From an optimization exercise on the open Yosys and OpenROAD flow, aimed at small area and a short achievable clock period; shortcuts taken in it are not production practice. At most, simulation tests tie the RTL to the original design; equivalence was not proved.

==> ember <==
## processor
module processor(clk,reset,instr,PC,opcode,rd_index,rs_index,rt_index,shamt,constant,address,rd_value,rs_value,rt_value,low_out,high_out,SR);
input clk,reset;
input [15:0] instr;
output [7:0] PC;
output [3:0] opcode;
output [2:0] rd_index, rs_index, rt_index, shamt;
output [5:0] constant;
output [8:0] address;
output [15:0] rd_value,rs_value,rt_value,low_out,high_out,SR;
control_unit cal1(instr,opcode,rd_index,rs_index,rt_index,shamt,constant,address);
wire [3:0] op = opcode;
reg [7:0] pc;
reg [15:0] R [0:7];
reg [15:0] RAM [0:7];
reg [31:0] ps, pc2;    
reg [3:0] flags_q;
wire op_r    = ~op[3];                  
wire op_rs   = ~(op[3] & op[2]);        
wire is_sw   = (op == 4'd11);
wire is_mul  = (op == 4'd3);
wire wr_en   = ~(is_mul | (op[3] & (op[2] | (op[1] & op[0]))));
reg [15:0] rs_v, rt_v, st_v;
integer i;
always @(*) begin
	rs_v = 16'd0;
	rt_v = 16'd0;
	st_v = 16'd0;
	for (i = 0; i < 8; i = i + 1) begin
		rs_v = rs_v | (R[i] & {16{op_rs & (rs_index == i)}});
		rt_v = rt_v | (R[i] & {16{op_r & (rt_index == i)}});
		st_v = st_v | (R[i] & {16{rd_index == i}});
	end
end
assign rs_value = rs_v;
assign rt_value = rt_v;
wire [15:0] sum = rs_v + (rt_v | (op[3] ? {10'd0, constant} : 16'd0));
reg [7:0] cl, ch, r02, r35;
reg carry3, eq_n1, eq_n0x;
reg [15:0] ram_rd;
reg [7:0] ma_hot;
integer v, j;
always @(*) begin
	for (v = 0; v < 8; v = v + 1) begin
		cl[v]  = (constant[2:0] == v);
		ch[v]  = (constant[5:3] == v);
		r02[v] = (rs_v[2:0] == v);
		r35[v] = (rs_v[5:3] == v);
	end
	carry3 = 1'b0;
	eq_n1 = 1'b0;
	eq_n0x = 1'b0;
	for (v = 0; v < 8; v = v + 1) begin
		carry3 = carry3 | (cl[v] & (rs_v[2:0] > 7 - v));
		eq_n1 = eq_n1 | (r35[v] & ch[7 - v]);
		if (v != 0) eq_n0x = eq_n0x | (r35[v] & ch[8 - v]);
	end
	ram_rd = 16'd0;
	for (j = 0; j < 8; j = j + 1) begin
		ma_hot[j] = 1'b0;
		for (v = 0; v < 8; v = v + 1)
			ma_hot[j] = ma_hot[j] | (cl[v] & r02[(j - v) & 7]);
		ram_rd = ram_rd | (RAM[j] & {16{ma_hot[j]}});
	end
end
wire ones_hi = &rs_v[15:6];
wire ma_ok = carry3 ? (ones_hi & eq_n1)
                    : (ch[0] ? ~(|rs_v[15:3]) : (ones_hi & eq_n0x));
wire [31:0] mul_s, mul_c;
mul16 mul(rs_v, rt_v, mul_s, mul_c);
  ...
==> module processor, before the edit <==
module processor(clk,reset,instr,PC,opcode,rd_index,rs_index,rt_index,shamt,constant,address,rd_value,rs_value,rt_value,low_out,high_out,SR);
input clk,reset;
input [15:0] instr;
output [7:0] PC;
output [3:0] opcode;
output [2:0] rd_index, rs_index, rt_index, shamt;
output [5:0] constant;
output [8:0] address;
output [15:0] rd_value,rs_value,rt_value,low_out,high_out,SR;
control_unit cal1(instr,opcode,rd_index,rs_index,rt_index,shamt,constant,address);
wire [3:0] op = opcode;
reg [7:0] pc;
reg [15:0] R [0:7];
reg [15:0] RAM [0:7];
reg [31:0] ps, pc2;    
reg [3:0] flags_q;
wire op_r    = ~op[3];                  
wire op_rs   = ~(op[3] & op[2]);        
wire is_sw   = (op == 4'd11);
wire is_mul  = (op == 4'd3);
wire wr_en   = ~(is_mul | (op[3] & (op[2] | (op[1] & op[0]))));
reg [15:0] rs_v, rt_v, st_v;
integer i;
always @(*) begin
	rs_v = 16'd0;
	rt_v = 16'd0;
	st_v = 16'd0;
	for (i = 0; i < 8; i = i + 1) begin
		rs_v = rs_v | (R[i] & {16{op_rs & (rs_index == i)}});
		rt_v = rt_v | (R[i] & {16{op_r & (rt_index == i)}});
		st_v = st_v | (R[i] & {16{rd_index == i}});
	end
end
assign rs_value = rs_v;
assign rt_value = rt_v;
wire [15:0] sum = rs_v + (rt_v | (op[3] ? {10'd0, constant} : 16'd0));
reg [7:0] cl, ch, r02, r35;
reg carry3, eq_n1, eq_n0x;
reg [15:0] ram_rd;
reg [7:0] ma_hot;
integer v, j;
always @(*) begin
	for (v = 0; v < 8; v = v + 1) begin
		cl[v]  = (constant[2:0] == v);
		ch[v]  = (constant[5:3] == v);
		r02[v] = (rs_v[2:0] == v);
		r35[v] = (rs_v[5:3] == v);
	end
	carry3 = 1'b0;
	eq_n1 = 1'b0;
	eq_n0x = 1'b0;
	for (v = 0; v < 8; v = v + 1) begin
		carry3 = carry3 | (cl[v] & (rs_v[2:0] > 7 - v));
		eq_n1 = eq_n1 | (r35[v] & ch[7 - v]);
		if (v != 0) eq_n0x = eq_n0x | (r35[v] & ch[8 - v]);
	end
	ram_rd = 16'd0;
	for (j = 0; j < 8; j = j + 1) begin
		ma_hot[j] = 1'b0;
		for (v = 0; v < 8; v = v + 1)
			ma_hot[j] = ma_hot[j] | (cl[v] & r02[(j - v) & 7]);
		ram_rd = ram_rd | (RAM[j] & {16{ma_hot[j]}});
	end
end
wire ones_hi = &rs_v[15:6];
wire ma_ok = carry3 ? (ones_hi & eq_n1)
                    : (ch[0] ? ~(|rs_v[15:3]) : (ones_hi & eq_n0x));
wire [31:0] mul_s, mul_c;
mul16 mul(rs_v, rt_v, mul_s, mul_c);
wire [31:0] prod = ps + pc2;
wire [15:0] lo = prod[15:0];
wire [15:0] hi = prod[31:16];
reg [15:0] rdv;
always @(*) begin
	case (op)
	4'd0, 4'd8: rdv = sum;
	4'd1: rdv = rs_v << shamt;
	4'd2: rdv = rs_v >> shamt;
	4'd4: rdv = lo;
	4'd5: rdv = hi;
	4'd6: rdv = rs_v | rt_v;
	4'd7: rdv = rs_v & rt_v;
	4'd9: rdv = {10'd0, constant};
	4'd10: rdv = ma_ok ? ram_rd : 16'd0;
	default: rdv = 16'd0;
	endcase
end
assign rd_value = rdv;
wire eq = (rs_v == rt_v);
wire lt = (rs_v < rt_v);
wire sgn_eq = (rs_v[15] == rt_v[15]);
wire [3:0] flags = {eq, ~eq & lt, ~eq & ~lt & ~sgn_eq, ~eq & ~lt & sgn_eq};
assign SR = {12'd0, flags_q};
assign low_out = lo;
assign high_out = hi;
assign PC = pc;
integer k;
always @(posedge clk, posedge reset) begin
	if (reset) begin
		pc <= 8'd0;
		ps <= 32'd0;
		pc2 <= 32'd0;
		flags_q <= 4'd0;
		for (k = 0; k < 8; k = k + 1) R[k] <= 7 - k;
		RAM[0] <= 16'd1;
		RAM[1] <= 16'd5;
		RAM[2] <= 16'd0;
		RAM[3] <= 16'd0;
		RAM[4] <= 16'd3;
		RAM[5] <= 16'd1;
		RAM[6] <= 16'd1;
		RAM[7] <= 16'd1;
	end else begin
		if (pc > 8'd14) pc <= 8'd0;
		else if (op[3] & op[2] & ~(op[1] & op[0])) pc <= pc + address[7:0];
		else pc <= pc + 8'd1;
		if (is_mul) begin
			ps <= mul_s;
			pc2 <= mul_c;
		end
		flags_q <= flags;
		if (wr_en) R[rd_index] <= rdv;
		for (k = 0; k < 8; k = k + 1)
			if (is_sw & ma_ok & ma_hot[k]) RAM[k] <= st_v;
	end
end
endmodule
clock: 8.5 ns
lec_check: 0
cap_margin: 20
core_margin: 2
core_utilization: 55
setup_slack_margin: 0.8
slew_margin: 20
standard.sh (not shown) runs the stock make flow with config.mk's settings and CLKGATE_MAP_FILE= SYNTH_SCRIPT=/design/flow/synth_recipe.tcl, a recipe that flattens the netlist after the stock synthesis.
==> flow/flow/run.sh <==
#!/bin/bash
# The standard layout (standard.sh), with one change: the port buffers that
# global placement inserts on every input and output are buf_1 cells instead
# of the resizer's default pick (clkdlybuf4s50_1, a delay cell).
set -euo pipefail
export BUFFER_PORTS_ARGS="-buffer_cell sky130_fd_sc_hd__buf_1"
bash standard.sh > standard.log 2>&1
==> inputs of maple, as changes to ember <==
CAP_MARGIN = 10   (was 20)
PLACE_DENSITY = 0.75   (was not set)
SETUP_SLACK_MARGIN = not set   (was 0.8)
SLEW_MARGIN = 10   (was 20)
==> inputs of amber, as changes to ember <==
--- a/flow/design.v
+++ b/flow/design.v
@@ -18,19 +18,19 @@
 input [15:0] instr;
 output  [3:0] opcode;
 output  [2:0] rd_index,rs_index,rt_index,shamt;
 output [5:0] constant;
 output [8:0] address;
 decode call(instr,opcode,rd_index,rs_index,rt_index,constant,shamt,address);
 endmodule
 `timescale 1ns / 1ps
-module mul16(a, b, s, c);
+module mul16(a, b, p);
 input [15:0] a, b;
-output [31:0] s, c;
+output [31:0] p;
   wire [15:0] pp [0:15];
   genvar gi;
   generate for (gi = 0; gi < 16; gi = gi + 1) begin : g_pp
     assign pp[gi] = b & {16{a[gi]}};
   end endgenerate
   wire t1 = pp[0][13] ^ pp[1][12];
   wire t2 = pp[0][13] & pp[1][12];
   wire t3 = pp[0][14] ^ pp[1][13] ^ pp[2][12];
@@ -446,18 +446,19 @@
   wire t413 = t358 ^ t359 ^ t309;
   wire t414 = (t358 & t359) | (t358 & t309) | (t359 & t309);
   wire t415 = t360 ^ t361 ^ pp[15][12];
   wire t416 = (t360 & t361) | (t360 & pp[15][12]) | (t361 & pp[15][12]);
   wire t417 = t362 ^ t363 ^ pp[15][13];
   wire t418 = (t362 & t363) | (t362 & pp[15][13]) | (t363 & pp[15][13]);
   wire t419 = t364 ^ pp[14][15] ^ pp[15][14];
   wire t420 = (t364 & pp[14][15]) | (t364 & pp[15][14]) | (pp[14][15] & pp[15][14]);
-  assign s = {1'b0, t420, t418, t416, t414, t412, t410, t408, t406, t404, t402, t400, t398, t396, t394, t392, t390, t388, t386, t384, t382, t380, t378, t376, t374, t372, t370, t368, t366, t365, pp[0][1], pp[0][0]};
-  assign c = {1'b0, pp[15][15], t419, t417, t415, t413, t411, t409, t407, t405, t403, t401, t399, t397, t395, t393, t391, t389, t387, t385, t383, t381, t379, t377, t375, t373, t371, t369, t367, pp[2][0], pp[1][0], 1'b0};
+  wire [31:0] ra = {1'b0, t420, t418, t416, t414, t412, t410, t408, t406, t404, t402, t400, t398, t396, t394, t392, t390, t388, t386, t384, t382, t380, t378, t376, t374, t372, t370, t368, t366, t365, pp[0][1], pp[0][0]};
+  wire [31:0] rb = {1'b0, pp[15][15], t419, t417, t415, t413, t411, t409, t407, t405, t403, t401, t399, t397, t395, t393, t391, t389, t387, t385, t383, t381, t379, t377, t375, t373, t371, t369, t367, pp[2][0], pp[1][0], 1'b0};
+  assign p = ra + rb;
 endmodule
 `timescale 1ns / 1ps
 `timescale 1ns / 1ps
 module processor(clk,reset,instr,PC,opcode,rd_index,rs_index,rt_index,shamt,constant,address,rd_value,rs_value,rt_value,low_out,high_out,SR);
 input clk,reset;
 input [15:0] instr;
 output [7:0] PC;
 output [3:0] opcode;
@@ -465,17 +466,17 @@
 output [5:0] constant;
 output [8:0] address;
 output [15:0] rd_value,rs_value,rt_value,low_out,high_out,SR;
 control_unit cal1(instr,opcode,rd_index,rs_index,rt_index,shamt,constant,address);
 wire [3:0] op = opcode;
 reg [7:0] pc;
 reg [15:0] R [0:7];
 reg [15:0] RAM [0:7];
-reg [31:0] ps, pc2;    
+reg [15:0] mul_a, mul_b;    
 reg [3:0] flags_q;
 wire op_r    = ~op[3];                  
 wire op_rs   = ~(op[3] & op[2]);        
 wire is_sw   = (op == 4'd11);
 wire is_mul  = (op == 4'd3);
 wire wr_en   = ~(is_mul | (op[3] & (op[2] | (op[1] & op[0]))));
 reg [15:0] rs_v, rt_v, st_v;
 integer i;
@@ -518,19 +519,18 @@
 		for (v = 0; v < 8; v = v + 1)
 			ma_hot[j] = ma_hot[j] | (cl[v] & r02[(j - v) & 7]);
 		ram_rd = ram_rd | (RAM[j] & {16{ma_hot[j]}});
 	end
 end
 wire ones_hi = &rs_v[15:6];
 wire ma_ok = carry3 ? (ones_hi & eq_n1)
                     : (ch[0] ? ~(|rs_v[15:3]) : (ones_hi & eq_n0x));
-wire [31:0] mul_s, mul_c;
-mul16 mul(rs_v, rt_v, mul_s, mul_c);
-wire [31:0] prod = ps + pc2;
+wire [31:0] prod;
+mul16 mul(mul_a, mul_b, prod);
 wire [15:0] lo = prod[15:0];
 wire [15:0] hi = prod[31:16];
 reg [15:0] rdv;
 always @(*) begin
 	case (op)
 	4'd0, 4'd8: rdv = sum;
 	4'd1: rdv = rs_v << shamt;
 	4'd2: rdv = rs_v >> shamt;
@@ -551,35 +551,35 @@
 assign SR = {12'd0, flags_q};
 assign low_out = lo;
 assign high_out = hi;
 assign PC = pc;
 integer k;
 always @(posedge clk, posedge reset) begin
 	if (reset) begin
 		pc <= 8'd0;
-		ps <= 32'd0;
-		pc2 <= 32'd0;
+		mul_a <= 16'd0;
+		mul_b <= 16'd0;
 		flags_q <= 4'd0;
 		for (k = 0; k < 8; k = k + 1) R[k] <= 7 - k;
 		RAM[0] <= 16'd1;
 		RAM[1] <= 16'd5;
 		RAM[2] <= 16'd0;
 		RAM[3] <= 16'd0;
 		RAM[4] <= 16'd3;
 		RAM[5] <= 16'd1;
 		RAM[6] <= 16'd1;
 		RAM[7] <= 16'd1;
 	end else begin
 		if (pc > 8'd14) pc <= 8'd0;
 		else if (op[3] & op[2] & ~(op[1] & op[0])) pc <= pc + address[7:0];
 		else pc <= pc + 8'd1;
 		if (is_mul) begin
-			ps <= mul_s;
-			pc2 <= mul_c;
+			mul_a <= rs_v;
+			mul_b <= rt_v;
 		end
 		flags_q <= flags;
 		if (wr_en) R[rd_index] <= rdv;
 		for (k = 0; k < 8; k = k + 1)
 			if (is_sw & ma_ok & ma_hot[k]) RAM[k] <= st_v;
 	end
 end
 endmodule
==> flow/flow/run.sh (replaced) <==
#!/bin/bash
# The standard layout (standard.sh), with one change: the port buffers that
# global placement inserts on every input and output are buf_2 cells instead
# of the resizer's default pick (clkdlybuf4s50_1, a delay cell).
set -euo pipefail
export BUFFER_PORTS_ARGS="-buffer_cell sky130_fd_sc_hd__buf_2"
bash standard.sh > standard.log 2>&1
CORE_UTILIZATION = 50   (was 55)
SETUP_SLACK_MARGIN = not set   (was 0.8)
==> inputs of raven, as changes to ember <==
--- a/flow/design.v
+++ b/flow/design.v
@@ -472,77 +472,79 @@
 reg [15:0] RAM [0:7];
 reg [31:0] ps, pc2;    
 reg [3:0] flags_q;
 wire op_r    = ~op[3];                  
 wire op_rs   = ~(op[3] & op[2]);        
 wire is_sw   = (op == 4'd11);
 wire is_mul  = (op == 4'd3);
 wire wr_en   = ~(is_mul | (op[3] & (op[2] | (op[1] & op[0]))));
-reg [15:0] rs_v, rt_v, st_v;
+reg [15:0] rs_r, rt_r, st_v;
 integer i;
 always @(*) begin
-	rs_v = 16'd0;
-	rt_v = 16'd0;
+	rs_r = 16'd0;
+	rt_r = 16'd0;
 	st_v = 16'd0;
 	for (i = 0; i < 8; i = i + 1) begin
-		rs_v = rs_v | (R[i] & {16{op_rs & (rs_index == i)}});
-		rt_v = rt_v | (R[i] & {16{op_r & (rt_index == i)}});
+		rs_r = rs_r | (R[i] & {16{rs_index == i}});
+		rt_r = rt_r | (R[i] & {16{rt_index == i}});
 		st_v = st_v | (R[i] & {16{rd_index == i}});
 	end
 end
+wire [15:0] rs_v = rs_r & {16{op_rs}};
+wire [15:0] rt_v = rt_r & {16{op_r}};
 assign rs_value = rs_v;
 assign rt_value = rt_v;
-wire [15:0] sum = rs_v + (rt_v | (op[3] ? {10'd0, constant} : 16'd0));
+wire [15:0] sum = rs_r + (op[3] ? {10'd0, constant} : rt_r);
 reg [7:0] cl, ch, r02, r35;
 reg carry3, eq_n1, eq_n0x;
 reg [15:0] ram_rd;
 reg [7:0] ma_hot;
 integer v, j;
 always @(*) begin
 	for (v = 0; v < 8; v = v + 1) begin
 		cl[v]  = (constant[2:0] == v);
 		ch[v]  = (constant[5:3] == v);
-		r02[v] = (rs_v[2:0] == v);
-		r35[v] = (rs_v[5:3] == v);
+		r02[v] = (rs_r[2:0] == v);
+		r35[v] = (rs_r[5:3] == v);
 	end
 	carry3 = 1'b0;
 	eq_n1 = 1'b0;
 	eq_n0x = 1'b0;
 	for (v = 0; v < 8; v = v + 1) begin
-		carry3 = carry3 | (cl[v] & (rs_v[2:0] > 7 - v));
+		carry3 = carry3 | (cl[v] & (rs_r[2:0] > 7 - v));
 		eq_n1 = eq_n1 | (r35[v] & ch[7 - v]);
 		if (v != 0) eq_n0x = eq_n0x | (r35[v] & ch[8 - v]);
 	end
 	ram_rd = 16'd0;
 	for (j = 0; j < 8; j = j + 1) begin
 		ma_hot[j] = 1'b0;
 		for (v = 0; v < 8; v = v + 1)
 			ma_hot[j] = ma_hot[j] | (cl[v] & r02[(j - v) & 7]);
 		ram_rd = ram_rd | (RAM[j] & {16{ma_hot[j]}});
 	end
 end
-wire ones_hi = &rs_v[15:6];
+wire ones_hi = &rs_r[15:6];
 wire ma_ok = carry3 ? (ones_hi & eq_n1)
-                    : (ch[0] ? ~(|rs_v[15:3]) : (ones_hi & eq_n0x));
+                    : (ch[0] ? ~(|rs_r[15:3]) : (ones_hi & eq_n0x));
 wire [31:0] mul_s, mul_c;
-mul16 mul(rs_v, rt_v, mul_s, mul_c);
+mul16 mul(rs_r, rt_r, mul_s, mul_c);
 wire [31:0] prod = ps + pc2;
 wire [15:0] lo = prod[15:0];
 wire [15:0] hi = prod[31:16];
 reg [15:0] rdv;
 always @(*) begin
 	case (op)
 	4'd0, 4'd8: rdv = sum;
-	4'd1: rdv = rs_v << shamt;
-	4'd2: rdv = rs_v >> shamt;
+	4'd1: rdv = rs_r << shamt;
+	4'd2: rdv = rs_r >> shamt;
 	4'd4: rdv = lo;
 	4'd5: rdv = hi;
-	4'd6: rdv = rs_v | rt_v;
-	4'd7: rdv = rs_v & rt_v;
+	4'd6: rdv = rs_r | rt_r;
+	4'd7: rdv = rs_r & rt_r;
 	4'd9: rdv = {10'd0, constant};
 	4'd10: rdv = ma_ok ? ram_rd : 16'd0;
 	default: rdv = 16'd0;
 	endcase
 end
 assign rd_value = rdv;
 wire eq = (rs_v == rt_v);
 wire lt = (rs_v < rt_v);
SETUP_SLACK_MARGIN = 1.0   (was 0.8)
==> out/metrics.csv <==
metric,value,unit
hold_path_end,RAM[2][15],
synth-xor-area-share,0.01489,
outcome,finished clean,
(the above is from ember)
==> out/metrics.csv <==
metric,value,unit
hold_path_end,RAM[3][8],
outcome,finished clean,
synth-xor-area-share,0.01556,
(the above is from amber)
==> out/metrics.csv <==
metric,value,unit
outcome,finished clean,
worstSetupPathType,primary input to output port,
hold_path.startpoint,RAM[7][8],
synth-xor-area-share,0.01489,
hold_path_end,RAM[7][8],
(the above is from maple)
==> out/metrics.csv <==
metric,value,unit
synthSimpleGateAreaFrac,0.1773,
outcome,finished clean,
hold_path_end,ps[8],
cp.arrival,5.71,ns
synth-xor-area-share,0.01291,
(the above is from raven)
For amber and raven, only the layout was checked, not whether the RTL still works.

afterwards: timing with drivers on the ports:
In the flow no input, the clock included, has a driving cell. The finished layouts below were timed again as built, in two steps.
Step 1 sets driving cells, clkbuf_16 on the clock port and buf_2 on the other inputs (assumed; they add their load-dependent delay and slew).
Step 2, shift: input delay + t, output delay - t, t = (earliest + latest rising clock arrival at the registers) / 2. This alone moves slack from input paths to output paths.
Slacks: no drivers / after step 1 / after step 2; pairs: no drivers / after step 1.
run	t (ns)	setup slack, ns	worst setup path at the end	worst data-port slew with drivers (ns)	cell pins on the clock port's net
ember	0.643	0.819 / 0.798 / 0.798	input to output	0.07	1
maple	0.640	0.220 / 0.196 / 0.196	input to output	0.04	1
amber	0.617	0.146 / 0.085 / 0.246	input to output	0.03	1
raven	0.657	1.094 / 1.048 / 1.048	input to output	0.05	1
After both steps setup and hold are still met in every run listed. For raven, which loses most, drivers alone change the setup slack by -0.046 ns; drivers and shift together by -0.046 ns.
